Background: an optimization exercise with open tools, aiming at small area, a short achievable clock period and few clock cycles. Do not read the settings as production practice. In this exercise RTL edits were held to simulation tests only and were not proved equivalent to the original. Power figures rest on the tool's default switching activity, not on a simulated workload.

==> inputs of amber <==
Design riscv_core, start of the top module:
module riscv_core
(
  input  logic            clk,
  input  logic            rst_n,
  input  logic            fetch_enable_i,
  output logic            ctrl_busy_o,
  output logic            instr_req_o,
  output logic [31:0]     instr_addr_o,
  input  logic            instr_rvalid_i,
  input  logic [31:0]     instr_rdata_i,
  output logic            data_req_o,
  output logic [31:0]     data_addr_o,
  output logic [31:0]     data_wdata_o,
  output logic            data_we_o,
  output logic [3:0]      data_be_o,
  input  logic            data_rvalid_i,
  input  logic [31:0]     data_rdata_i
);
  logic        started_q;
  logic [31:1] pc_f_q;           
  logic [31:1] pc_d_q;           
  logic        vd_q;             
  logic        pred_d_q;         
  logic        btb_v_q;
  logic [31:1] btb_pc_q, btb_tgt_q;
  logic        e_v_q;
  logic [31:1] e_pc_q;
  logic [31:0] e_a_q, e_b_q;
  logic [31:1] e_tgt_q;          
  logic [4:0]  e_rd_q;
  logic        e_we_q;
  logic        e_sub_q, e_r_add_q, e_r_slt_q, e_slt_u_q, e_r_xor_q, e_r_or_q, e_r_and_q;
  logic        e_r_sh_q, e_sh_left_q, e_sh_arith_q, e_r_link_q, e_r_csr_q;
  logic        e_load_q, e_store_q;
  logic [1:0]  e_size_q;
  logic        e_lsign_q;
  logic        e_branch_q, e_jal_q, e_jalr_q;
  logic [2:0]  e_bf3_q;
  logic        e_off4_q, e_off8_q, e_back_q;
  logic        e_mul_q, e_mulhi_q;
  logic [32:0] e_ma_q, e_mb_q;   
  logic        e_btbp_q;         
  logic        e_csr_q;
  logic [1:0]  e_csr_op_q;       
  logic        e_c_mscratch_q, e_c_mepc_q, e_c_mcause_q, e_c_mstatus_q, e_c_misa_q;
  logic        e_c_mtvec_q, e_c_mvendorid_q, e_c_marchid_q;
  logic        e_trap_q;
  logic [1:0]  e_cause_q;        
  logic        e_mret_q;
  logic        e_pred_q;
  logic        m_v_q;
  logic [4:0]  m_rd_q;
  logic        m_we_q;
  logic        m_load_q;
  logic        m_mul_q, m_mulhi_q;
  logic [1:0]  m_size_q;
  logic        m_lsign_q;
  logic [31:0] m_res_q;          
  logic [63:0] m_cs_q, m_cc_q;   
  logic        m_req_q, m_dwe_q;
  logic [3:0]  m_be_q;
  logic [31:0] m_wdata_q;
  logic        w_v_q;
  logic [4:0]  w_rd_q;
  logic        w_we_q;
  logic        w_load_q;
  logic [1:0]  w_size_q;
  logic        w_lsign_q;
  logic [1:0]  w_alo_q;
  logic [31:0] w_res_q;
  logic [31:0] mscratch_q;
  logic [31:1] mepc_q;
  ...
==> flow/config.mk <==
export PLATFORM = sky130hd
export DESIGN_NAME = riscv_core
export DESIGN_NICKNAME = riscv_core
export VERILOG_FILES = /design/flow/design.v
export SDC_FILE = /design/flow/constraint.sdc
export NUM_CORES = 4
export LEC_CHECK = 0
export CAP_MARGIN = 20
export CELL_PAD_IN_SITES_DETAIL_PLACEMENT = 1
export CELL_PAD_IN_SITES_GLOBAL_PLACEMENT = 1
export CORE_MARGIN = 2
export CORE_UTILIZATION = 35
export PLACE_DENSITY = 0.45
export SLEW_MARGIN = 20
==> flow/constraint.sdc <==
create_clock -name core_clock -period 15.0 [get_ports {clk}]
set_input_delay 3.0000 -clock core_clock [delete_from_list [all_inputs] [get_ports {clk}]]
set_output_delay 3.0000 -clock core_clock [all_outputs]
set_load 0.01 [all_outputs]
standard.sh (not shown) runs the stock make flow with config.mk's settings and CLKGATE_MAP_FILE= SYNTH_SCRIPT=/design/flow/synth_recipe.tcl, a recipe that flattens the netlist after the stock synthesis.
==> flow/flow/run.sh <==
#!/bin/bash
# Standard synthesis and layout; the layout's timing repair aims for a setup
# slack of SETUP_MARGIN ns at the design's clock period (same SDC), so that
# the achieved period is pushed well below the constraint.
set -euo pipefail
SETUP_MARGIN=10
bash standard.sh synth > synth.log 2>&1
bash standard.sh SETUP_SLACK_MARGIN=$SETUP_MARGIN finish > layout.log 2>&1
==> zinc: changes against amber <==
--- a/flow/design.v
+++ b/flow/design.v
@@ -2418,16 +2418,17 @@
   output logic [31:0]     data_wdata_o,
   output logic            data_we_o,
   output logic [3:0]      data_be_o,
   input  logic            data_rvalid_i,
   input  logic [31:0]     data_rdata_i
 );
   logic        started_q;
   logic [31:1] pc_f_q;           
+  logic [31:1] pc_o_q;           
   logic [31:1] pc_d_q;           
   logic        vd_q;             
   logic        pred_d_q;         
   logic        btb_v_q;
   logic [31:1] btb_pc_q, btb_tgt_q;
   logic        e_v_q;
   logic [31:1] e_pc_q;
   logic [31:0] e_a_q, e_b_q;
@@ -2437,57 +2438,61 @@
   logic        e_sub_q, e_r_add_q, e_r_slt_q, e_slt_u_q, e_r_xor_q, e_r_or_q, e_r_and_q;
   logic        e_r_sh_q, e_sh_left_q, e_sh_arith_q, e_r_link_q, e_r_csr_q;
   logic        e_load_q, e_store_q;
   logic [1:0]  e_size_q;
   logic        e_lsign_q;
   logic        e_branch_q, e_jal_q, e_jalr_q;
   logic [2:0]  e_bf3_q;
   logic        e_off4_q, e_off8_q, e_back_q;
-  logic        e_mul_q, e_mulhi_q;
+  logic        e_mul_q, e_mulhi_q, e_mulhsu_q;
   logic [32:0] e_ma_q, e_mb_q;   
   logic        e_btbp_q;         
   logic        e_csr_q;
   logic [1:0]  e_csr_op_q;       
   logic        e_c_mscratch_q, e_c_mepc_q, e_c_mcause_q, e_c_mstatus_q, e_c_misa_q;
   logic        e_c_mtvec_q, e_c_mvendorid_q, e_c_marchid_q;
   logic        e_trap_q;
   logic [1:0]  e_cause_q;        
   logic        e_mret_q;
   logic        e_pred_q;
   logic        m_v_q;
   logic [4:0]  m_rd_q;
   logic        m_we_q;
   logic        m_load_q;
-  logic        m_mul_q, m_mulhi_q;
+  logic        m_mul_q, m_mulhi_q, m_mulhsu_q;
+  logic [15:0] m_ahi_q, m_bhi_q;   
   logic [1:0]  m_size_q;
   logic        m_lsign_q;
   logic [31:0] m_res_q;          
+  logic [31:0] m_addr_q;         
   logic [63:0] m_cs_q, m_cc_q;   
   logic        m_req_q, m_dwe_q;
   logic [3:0]  m_be_q;
   logic [31:0] m_wdata_q;
   logic        w_v_q;
   logic [4:0]  w_rd_q;
   logic        w_we_q;
   logic        w_load_q;
   logic [1:0]  w_size_q;
   logic        w_lsign_q;
   logic [1:0]  w_alo_q;
   logic [31:0] w_res_q;
+  logic        w_mulhsu_q;
+  logic [16:0] w_y17_q;          
   logic [31:0] mscratch_q;
   logic [31:1] mepc_q;
   logic [1:0]  mcause_q;         
   logic        mpie_q, mie_q;
   assign ctrl_busy_o  = started_q;
   assign instr_req_o  = 1'b1;
-  assign instr_addr_o = {pc_f_q, 1'b0};
+  assign instr_addr_o = {pc_o_q, 1'b0};
   assign data_req_o   = m_req_q;
   assign data_we_o    = m_dwe_q;
-  assign data_addr_o  = m_res_q;
+  assign data_addr_o  = m_addr_q;
   assign data_be_o    = m_be_q;
   assign data_wdata_o = m_wdata_q;
   logic [31:0] ir;
   assign ir = instr_rdata_i;
   logic [6:0] opc;
   logic [2:0] f3;
   logic [6:0] f7;
   logic [4:0] rs1, rs2, rd;
@@ -2591,17 +2596,17 @@
   logic [31:0] a_early, b_early;
   assign a_early = a_nreg ? a_alt : fw1;
   assign b_early = b_nreg ? b_alt : fw2;
   logic [31:0] a_next, b_next;
   assign a_next = (rf1_sel & ~a_nreg) ? rf_a : a_early;
   assign b_next = (rf2_sel & ~b_nreg) ? rf_b : b_early;
   logic e_late, m_late;
   assign e_late = e_fw_ok & (e_load_q | e_mul_q);
-  assign m_late = m_fw_ok & m_load_q;
+  assign m_late = m_fw_ok & (m_load_q | (m_mul_q & m_mulhsu_q));
   logic hazard;
   assign hazard = (use1 & (rs1 != 5'd0) & ((e_late & (e_rd_q == rs1)) | (m_late & (m_rd_q == rs1)))) |
                   (use2 & (rs2 != 5'd0) & ((e_late & (e_rd_q == rs2)) | (m_late & (m_rd_q == rs2))));
   logic [32:0] sum33;
   logic [31:0] b_inv;
   assign b_inv = e_sub_q ? ~e_b_q : e_b_q;
   assign sum33 = {1'b0, e_a_q} + {1'b0, b_inv} + {32'b0, e_sub_q};
   logic ltu, lts, eq;
@@ -2673,17 +2678,17 @@
         tgt      = 31'h2c;             
       end else if (e_mret_q) begin
         redirect = 1'b1;
         tgt      = mepc_q;
       end else if (e_jalr_q) begin
         redirect = 1'b1;
         tgt      = sum33[31:1];
       end else if (jmp_taken) begin
-        tgt = br_tgt;
+        tgt = e_jal_q ? sum33[31:1] : br_tgt;
         if (e_pred_q)      ;
         else if (e_off4_q) ;
         else if (e_off8_q & ~pred_d_q) skip8 = 1'b1;
         else redirect = 1'b1;
       end else if (e_pred_q) begin
         redirect = 1'b1;               
         tgt      = link;
       end
@@ -2692,18 +2697,18 @@
   logic dv;         
   logic replay;
   assign dv     = vd_q & ~redirect & ~skip8;
   assign replay = dv & hazard;
   logic issue;      
   assign issue = dv & ~hazard;
   logic        dpred;
   logic [31:1] dtgt;
-  assign dpred = issue & ~pred_d_q & ((op_jal & (imm_j != 32'd4)) | (op_br & (f3[2:1] != 2'b01) & ir[31]));
-  assign dtgt  = pc_d_q + (op_jal ? imm_j[31:1] : {{19{imm_b[12]}}, imm_b});   
+  assign dpred = issue & ~pred_d_q & op_br & (f3[2:1] != 2'b01) & ir[31];
+  assign dtgt  = pc_d_q + {{19{imm_b[12]}}, imm_b};   
   logic btb_hit;
   assign btb_hit = btb_v_q & (btb_pc_q == pc_f_q);
   logic go;
   assign go = started_q | fetch_enable_i;
   logic [31:1] pc_f_early;
   always_comb begin
     if (redirect)     pc_f_early = tgt;
     else if (dpred)   pc_f_early = dtgt;
@@ -2722,16 +2727,20 @@
       if (fetch_enable_i) started_q <= 1'b1;
       pc_f_q <= replay ? pc_d_q : pc_f_early;
       vd_q     <= go & ~redirect & ~replay & ~dpred;
       pred_d_q <= btb_hit;
       if (br_taken & e_back_q & ~e_btbp_q) btb_v_q <= 1'b1;
     end
   end
   always_ff @(posedge clk) begin
+    if (!rst_n) pc_o_q <= 31'h40;
+    else        pc_o_q <= replay ? pc_d_q : pc_f_early;
+  end
+  always_ff @(posedge clk) begin
     pc_d_q <= pc_f_q;
     if (br_taken & e_back_q & ~e_btbp_q) begin
       btb_pc_q  <= e_pc_q;
       btb_tgt_q <= br_tgt;
     end
   end
   always_ff @(posedge clk, negedge rst_n) begin
     if (!rst_n) e_v_q <= 1'b0;
@@ -2766,16 +2775,17 @@
     e_jal_q    <= op_jal;
     e_jalr_q   <= op_jalr & legal;
     e_bf3_q    <= f3;
     e_off4_q   <= op_jal ? (imm_j == 32'd4) : (imm_b == 12'd2);
     e_off8_q   <= op_jal ? (imm_j == 32'd8) : (imm_b == 12'd4);
     e_back_q   <= ir[31];
     e_mul_q    <= is_mul;
     e_mulhi_q  <= (f3[1:0] != 2'b00);
+    e_mulhsu_q <= (f3[1:0] == 2'b10);
     e_ma_q     <= {(f3[1:0] != 2'b11) & rs1_v[31], rs1_v};
     e_mb_q     <= {(f3[1:0] == 2'b01) & rs2_v[31], rs2_v};
     e_csr_q          <= sys_csr;
     e_csr_op_q       <= (f3[1:0] == 2'b01 || rs1 != 5'd0) ? f3[1:0] : 2'b00;
     e_c_mscratch_q   <= (ir[31:20] == 12'h340);
     e_c_mepc_q       <= (ir[31:20] == 12'h341);
     e_c_mcause_q     <= (ir[31:20] == 12'h342);
     e_c_mstatus_q    <= (ir[31:20] == 12'h300);
@@ -2845,50 +2855,64 @@
     end
   end
   always_ff @(posedge clk) begin
     m_rd_q    <= e_rd_q;
     m_we_q    <= e_we_q & ~e_trap_q;
     m_load_q  <= e_load_q;
     m_mul_q   <= e_mul_q;
     m_mulhi_q <= e_mulhi_q;
+    m_mulhsu_q <= e_mulhsu_q;
+    m_ahi_q   <= e_ma_q[31:16];
+    m_bhi_q   <= e_mb_q[31:16];
     m_size_q  <= e_size_q;
     m_lsign_q <= e_lsign_q;
     m_res_q   <= alu_out;
+    if (e_load_q | e_store_q) m_addr_q <= alu_out;
     m_cs_q    <= mul_s;
     m_cc_q    <= mul_c;
     m_dwe_q   <= e_store_q;
     m_be_q    <= be;
     case (e_size_q)
       2'b00:   m_wdata_q <= {4{e_mb_q[7:0]}};
       2'b01:   m_wdata_q <= {2{e_mb_q[15:0]}};
       default: m_wdata_q <= e_mb_q[31:0];
     endcase
   end
   logic [63:0] prod;
   assign prod = m_cs_q + m_cc_q;
   assign m_result = m_mul_q ? (m_mulhi_q ? prod[63:32] : prod[31:0]) : m_res_q;
+  logic [16:0] y17;
+  assign y17 = 17'(m_ahi_q * m_bhi_q) ^ {m_ahi_q[15] & m_bhi_q[0], 16'b0};
   always_ff @(posedge clk, negedge rst_n) begin
     if (!rst_n) w_v_q <= 1'b0;
     else        w_v_q <= m_v_q;
   end
   always_ff @(posedge clk) begin
     w_rd_q    <= m_rd_q;
     w_we_q    <= m_we_q;
     w_load_q  <= m_load_q;
     w_size_q  <= m_size_q;
     w_lsign_q <= m_lsign_q;
     w_alo_q   <= m_res_q[1:0];
     w_res_q   <= m_result;
+    w_mulhsu_q <= m_mul_q & m_mulhsu_q;
+    w_y17_q   <= y17;
   end
   logic [31:0] ld_sh;
   logic [31:0] ld_val;
   assign ld_sh = data_rdata_i >> {w_alo_q, 3'b000};
   always_comb begin
     case (w_size_q)
       2'b00:   ld_val = {{24{w_lsign_q & ld_sh[7]}}, ld_sh[7:0]};
       2'b01:   ld_val = {{16{w_lsign_q & ld_sh[15]}}, ld_sh[15:0]};
       default: ld_val = data_rdata_i;
     endcase
   end
-  assign w_data = w_load_q ? ld_val : w_res_q;
+  logic [16:0] hsu_r;
+  logic        hsu_k;
+  logic [31:0] w_mres;
+  assign hsu_r  = w_res_q[16:0] - w_y17_q;
+  assign hsu_k  = w_mulhsu_q & hsu_r[16] & ~hsu_r[15];
+  assign w_mres = hsu_k ? {w_res_q[31:17] - 15'd1, w_res_q[16:0]} : w_res_q;
+  assign w_data = w_load_q ? ld_val : w_mres;
   assign w_wen  = w_v_q & w_we_q;
 endmodule
==> flow/flow/run.sh (replaced) <==
#!/bin/bash
# Standard synthesis and layout; the layout's timing repair aims for a setup
# slack of SETUP_MARGIN ns at the design's clock period (same SDC), so that
# the achieved period is pushed well below the constraint.
set -euo pipefail
SETUP_MARGIN=9.8
bash standard.sh synth > synth.log 2>&1
bash standard.sh SETUP_SLACK_MARGIN=$SETUP_MARGIN finish > layout.log 2>&1
CELL_PAD_IN_SITES_DETAIL_PLACEMENT = default   (was 1)
CELL_PAD_IN_SITES_GLOBAL_PLACEMENT = default   (was 1)
CORE_UTILIZATION = 45   (was 35)
PLACE_DENSITY = 0.6   (was 0.45)
TNS_END_PERCENT = 10   (was default)
==> maple: changes against amber <==
--- a/flow/design.v
+++ b/flow/design.v
@@ -2418,16 +2418,17 @@
   output logic [31:0]     data_wdata_o,
   output logic            data_we_o,
   output logic [3:0]      data_be_o,
   input  logic            data_rvalid_i,
   input  logic [31:0]     data_rdata_i
 );
   logic        started_q;
   logic [31:1] pc_f_q;           
+  logic [31:1] pc_o_q;           
   logic [31:1] pc_d_q;           
   logic        vd_q;             
   logic        pred_d_q;         
   logic        btb_v_q;
   logic [31:1] btb_pc_q, btb_tgt_q;
   logic        e_v_q;
   logic [31:1] e_pc_q;
   logic [31:0] e_a_q, e_b_q;
@@ -2437,57 +2438,61 @@
   logic        e_sub_q, e_r_add_q, e_r_slt_q, e_slt_u_q, e_r_xor_q, e_r_or_q, e_r_and_q;
   logic        e_r_sh_q, e_sh_left_q, e_sh_arith_q, e_r_link_q, e_r_csr_q;
   logic        e_load_q, e_store_q;
   logic [1:0]  e_size_q;
   logic        e_lsign_q;
   logic        e_branch_q, e_jal_q, e_jalr_q;
   logic [2:0]  e_bf3_q;
   logic        e_off4_q, e_off8_q, e_back_q;
-  logic        e_mul_q, e_mulhi_q;
+  logic        e_mul_q, e_mulhi_q, e_mulhsu_q;
   logic [32:0] e_ma_q, e_mb_q;   
   logic        e_btbp_q;         
   logic        e_csr_q;
   logic [1:0]  e_csr_op_q;       
   logic        e_c_mscratch_q, e_c_mepc_q, e_c_mcause_q, e_c_mstatus_q, e_c_misa_q;
   logic        e_c_mtvec_q, e_c_mvendorid_q, e_c_marchid_q;
   logic        e_trap_q;
   logic [1:0]  e_cause_q;        
   logic        e_mret_q;
   logic        e_pred_q;
   logic        m_v_q;
   logic [4:0]  m_rd_q;
   logic        m_we_q;
   logic        m_load_q;
-  logic        m_mul_q, m_mulhi_q;
+  logic        m_mul_q, m_mulhi_q, m_mulhsu_q;
+  logic [15:0] m_ahi_q, m_bhi_q;   
   logic [1:0]  m_size_q;
   logic        m_lsign_q;
   logic [31:0] m_res_q;          
+  logic [31:0] m_addr_q;         
   logic [63:0] m_cs_q, m_cc_q;   
   logic        m_req_q, m_dwe_q;
   logic [3:0]  m_be_q;
   logic [31:0] m_wdata_q;
   logic        w_v_q;
   logic [4:0]  w_rd_q;
   logic        w_we_q;
   logic        w_load_q;
   logic [1:0]  w_size_q;
   logic        w_lsign_q;
   logic [1:0]  w_alo_q;
   logic [31:0] w_res_q;
+  logic        w_mulhsu_q;
+  logic [16:0] w_y17_q;          
   logic [31:0] mscratch_q;
   logic [31:1] mepc_q;
   logic [1:0]  mcause_q;         
   logic        mpie_q, mie_q;
   assign ctrl_busy_o  = started_q;
   assign instr_req_o  = 1'b1;
-  assign instr_addr_o = {pc_f_q, 1'b0};
+  assign instr_addr_o = {pc_o_q, 1'b0};
   assign data_req_o   = m_req_q;
   assign data_we_o    = m_dwe_q;
-  assign data_addr_o  = m_res_q;
+  assign data_addr_o  = m_addr_q;
   assign data_be_o    = m_be_q;
   assign data_wdata_o = m_wdata_q;
   logic [31:0] ir;
   assign ir = instr_rdata_i;
   logic [6:0] opc;
   logic [2:0] f3;
   logic [6:0] f7;
   logic [4:0] rs1, rs2, rd;
@@ -2591,17 +2596,17 @@
   logic [31:0] a_early, b_early;
   assign a_early = a_nreg ? a_alt : fw1;
   assign b_early = b_nreg ? b_alt : fw2;
   logic [31:0] a_next, b_next;
   assign a_next = (rf1_sel & ~a_nreg) ? rf_a : a_early;
   assign b_next = (rf2_sel & ~b_nreg) ? rf_b : b_early;
   logic e_late, m_late;
   assign e_late = e_fw_ok & (e_load_q | e_mul_q);
-  assign m_late = m_fw_ok & m_load_q;
+  assign m_late = m_fw_ok & (m_load_q | (m_mul_q & m_mulhsu_q));
   logic hazard;
   assign hazard = (use1 & (rs1 != 5'd0) & ((e_late & (e_rd_q == rs1)) | (m_late & (m_rd_q == rs1)))) |
                   (use2 & (rs2 != 5'd0) & ((e_late & (e_rd_q == rs2)) | (m_late & (m_rd_q == rs2))));
   logic [32:0] sum33;
   logic [31:0] b_inv;
   assign b_inv = e_sub_q ? ~e_b_q : e_b_q;
   assign sum33 = {1'b0, e_a_q} + {1'b0, b_inv} + {32'b0, e_sub_q};
   logic ltu, lts, eq;
@@ -2673,17 +2678,17 @@
         tgt      = 31'h2c;             
       end else if (e_mret_q) begin
         redirect = 1'b1;
         tgt      = mepc_q;
       end else if (e_jalr_q) begin
         redirect = 1'b1;
         tgt      = sum33[31:1];
       end else if (jmp_taken) begin
-        tgt = br_tgt;
+        tgt = e_jal_q ? sum33[31:1] : br_tgt;
         if (e_pred_q)      ;
         else if (e_off4_q) ;
         else if (e_off8_q & ~pred_d_q) skip8 = 1'b1;
         else redirect = 1'b1;
       end else if (e_pred_q) begin
         redirect = 1'b1;               
         tgt      = link;
       end
@@ -2692,18 +2697,18 @@
   logic dv;         
   logic replay;
   assign dv     = vd_q & ~redirect & ~skip8;
   assign replay = dv & hazard;
   logic issue;      
   assign issue = dv & ~hazard;
   logic        dpred;
   logic [31:1] dtgt;
-  assign dpred = issue & ~pred_d_q & ((op_jal & (imm_j != 32'd4)) | (op_br & (f3[2:1] != 2'b01) & ir[31]));
-  assign dtgt  = pc_d_q + (op_jal ? imm_j[31:1] : {{19{imm_b[12]}}, imm_b});   
+  assign dpred = issue & ~pred_d_q & op_br & (f3[2:1] != 2'b01) & ir[31];
+  assign dtgt  = pc_d_q + {{19{imm_b[12]}}, imm_b};   
   logic btb_hit;
   assign btb_hit = btb_v_q & (btb_pc_q == pc_f_q);
   logic go;
   assign go = started_q | fetch_enable_i;
   logic [31:1] pc_f_early;
   always_comb begin
     if (redirect)     pc_f_early = tgt;
     else if (dpred)   pc_f_early = dtgt;
@@ -2722,16 +2727,20 @@
       if (fetch_enable_i) started_q <= 1'b1;
       pc_f_q <= replay ? pc_d_q : pc_f_early;
       vd_q     <= go & ~redirect & ~replay & ~dpred;
       pred_d_q <= btb_hit;
       if (br_taken & e_back_q & ~e_btbp_q) btb_v_q <= 1'b1;
     end
   end
   always_ff @(posedge clk) begin
+    if (!rst_n) pc_o_q <= 31'h40;
+    else        pc_o_q <= replay ? pc_d_q : pc_f_early;
+  end
+  always_ff @(posedge clk) begin
     pc_d_q <= pc_f_q;
     if (br_taken & e_back_q & ~e_btbp_q) begin
       btb_pc_q  <= e_pc_q;
       btb_tgt_q <= br_tgt;
     end
   end
   always_ff @(posedge clk, negedge rst_n) begin
     if (!rst_n) e_v_q <= 1'b0;
@@ -2766,16 +2775,17 @@
     e_jal_q    <= op_jal;
     e_jalr_q   <= op_jalr & legal;
     e_bf3_q    <= f3;
     e_off4_q   <= op_jal ? (imm_j == 32'd4) : (imm_b == 12'd2);
     e_off8_q   <= op_jal ? (imm_j == 32'd8) : (imm_b == 12'd4);
     e_back_q   <= ir[31];
     e_mul_q    <= is_mul;
     e_mulhi_q  <= (f3[1:0] != 2'b00);
+    e_mulhsu_q <= (f3[1:0] == 2'b10);
     e_ma_q     <= {(f3[1:0] != 2'b11) & rs1_v[31], rs1_v};
     e_mb_q     <= {(f3[1:0] == 2'b01) & rs2_v[31], rs2_v};
     e_csr_q          <= sys_csr;
     e_csr_op_q       <= (f3[1:0] == 2'b01 || rs1 != 5'd0) ? f3[1:0] : 2'b00;
     e_c_mscratch_q   <= (ir[31:20] == 12'h340);
     e_c_mepc_q       <= (ir[31:20] == 12'h341);
     e_c_mcause_q     <= (ir[31:20] == 12'h342);
     e_c_mstatus_q    <= (ir[31:20] == 12'h300);
@@ -2845,50 +2855,64 @@
     end
   end
   always_ff @(posedge clk) begin
     m_rd_q    <= e_rd_q;
     m_we_q    <= e_we_q & ~e_trap_q;
     m_load_q  <= e_load_q;
     m_mul_q   <= e_mul_q;
     m_mulhi_q <= e_mulhi_q;
+    m_mulhsu_q <= e_mulhsu_q;
+    m_ahi_q   <= e_ma_q[31:16];
+    m_bhi_q   <= e_mb_q[31:16];
     m_size_q  <= e_size_q;
     m_lsign_q <= e_lsign_q;
     m_res_q   <= alu_out;
+    if (e_load_q | e_store_q) m_addr_q <= alu_out;
     m_cs_q    <= mul_s;
     m_cc_q    <= mul_c;
     m_dwe_q   <= e_store_q;
     m_be_q    <= be;
     case (e_size_q)
       2'b00:   m_wdata_q <= {4{e_mb_q[7:0]}};
       2'b01:   m_wdata_q <= {2{e_mb_q[15:0]}};
       default: m_wdata_q <= e_mb_q[31:0];
     endcase
   end
   logic [63:0] prod;
   assign prod = m_cs_q + m_cc_q;
   assign m_result = m_mul_q ? (m_mulhi_q ? prod[63:32] : prod[31:0]) : m_res_q;
+  logic [16:0] y17;
+  assign y17 = 17'(m_ahi_q * m_bhi_q) ^ {m_ahi_q[15] & m_bhi_q[0], 16'b0};
   always_ff @(posedge clk, negedge rst_n) begin
     if (!rst_n) w_v_q <= 1'b0;
     else        w_v_q <= m_v_q;
   end
   always_ff @(posedge clk) begin
     w_rd_q    <= m_rd_q;
     w_we_q    <= m_we_q;
     w_load_q  <= m_load_q;
     w_size_q  <= m_size_q;
     w_lsign_q <= m_lsign_q;
     w_alo_q   <= m_res_q[1:0];
     w_res_q   <= m_result;
+    w_mulhsu_q <= m_mul_q & m_mulhsu_q;
+    w_y17_q   <= y17;
   end
   logic [31:0] ld_sh;
   logic [31:0] ld_val;
   assign ld_sh = data_rdata_i >> {w_alo_q, 3'b000};
   always_comb begin
     case (w_size_q)
       2'b00:   ld_val = {{24{w_lsign_q & ld_sh[7]}}, ld_sh[7:0]};
       2'b01:   ld_val = {{16{w_lsign_q & ld_sh[15]}}, ld_sh[15:0]};
       default: ld_val = data_rdata_i;
     endcase
   end
-  assign w_data = w_load_q ? ld_val : w_res_q;
+  logic [16:0] hsu_r;
+  logic        hsu_k;
+  logic [31:0] w_mres;
+  assign hsu_r  = w_res_q[16:0] - w_y17_q;
+  assign hsu_k  = w_mulhsu_q & hsu_r[16] & ~hsu_r[15];
+  assign w_mres = hsu_k ? {w_res_q[31:17] - 15'd1, w_res_q[16:0]} : w_res_q;
+  assign w_data = w_load_q ? ld_val : w_mres;
   assign w_wen  = w_v_q & w_we_q;
 endmodule
==> flow/flow/run.sh (replaced) <==
#!/bin/bash
# Standard synthesis and layout; the layout's timing repair aims for a setup
# slack of SETUP_MARGIN ns at the design's clock period (same SDC), so that
# the achieved period is pushed well below the constraint.
set -euo pipefail
SETUP_MARGIN=9.8
bash standard.sh synth > synth.log 2>&1
bash standard.sh SETUP_SLACK_MARGIN=$SETUP_MARGIN finish > layout.log 2>&1
CORE_UTILIZATION = 38   (was 35)
PLACE_DENSITY = 0.5   (was 0.45)
TNS_END_PERCENT = 10   (was default)
==> run notes <==
Synthesized area: amber is lower than maple (about 6%). Total power, lowest first: amber, zinc, maple. Against zinc, the clock-buffer cell count of maple is higher by 26. In zinc the core utilization is higher than in maple, by 7.1 points. The lowest clock power belongs to amber, the highest to zinc. Via count: zinc < amber < maple. Synthesized cell count is the same in maple and zinc.
Testbench counts of amber, summed over its fixed seeds: cycles 29,761.
Testbench counts of zinc, summed over its fixed seeds: cycles 30,000.
Testbench counts of maple, summed over its fixed seeds: cycles 30,000.

## afterwards: timing with drivers on the ports
In the flow no input, the clock included, has a driving cell. The finished layouts below were timed again as built, in two steps.
Step 1: set_driving_cell puts a clkbuf_16 on clk and a buf_2 on each other input, an assumption about the parent block.
Step 2 adds t to the input delays and takes it off the output delays; t is the mean of the earliest and latest rising clock arrival at the registers after step 1. Input paths then give back, and output paths get back, about the clock's delay inside the block.
Slacks: no drivers / after step 1 / after step 2; pairs: no drivers / after step 1.
run | shift t [ns] | setup WS [ns] | hold WS [ns] | worst setup path at the end
amber | 1.042 | 9.210 / 9.232 / 8.190 | 0.327 / 0.327 / 0.327 | input to register
zinc | 0.984 | 9.291 / 9.149 / 8.165 | 0.324 / 0.324 / 0.324 | input to register
maple | 1.028 | 9.321 / 9.382 / 8.354 | 0.328 / 0.328 / 0.328 | input to register
After both steps every run listed still meets setup and hold. For zinc, which loses most, drivers alone change the setup slack by -0.142 ns; drivers and shift together by -1.126 ns.
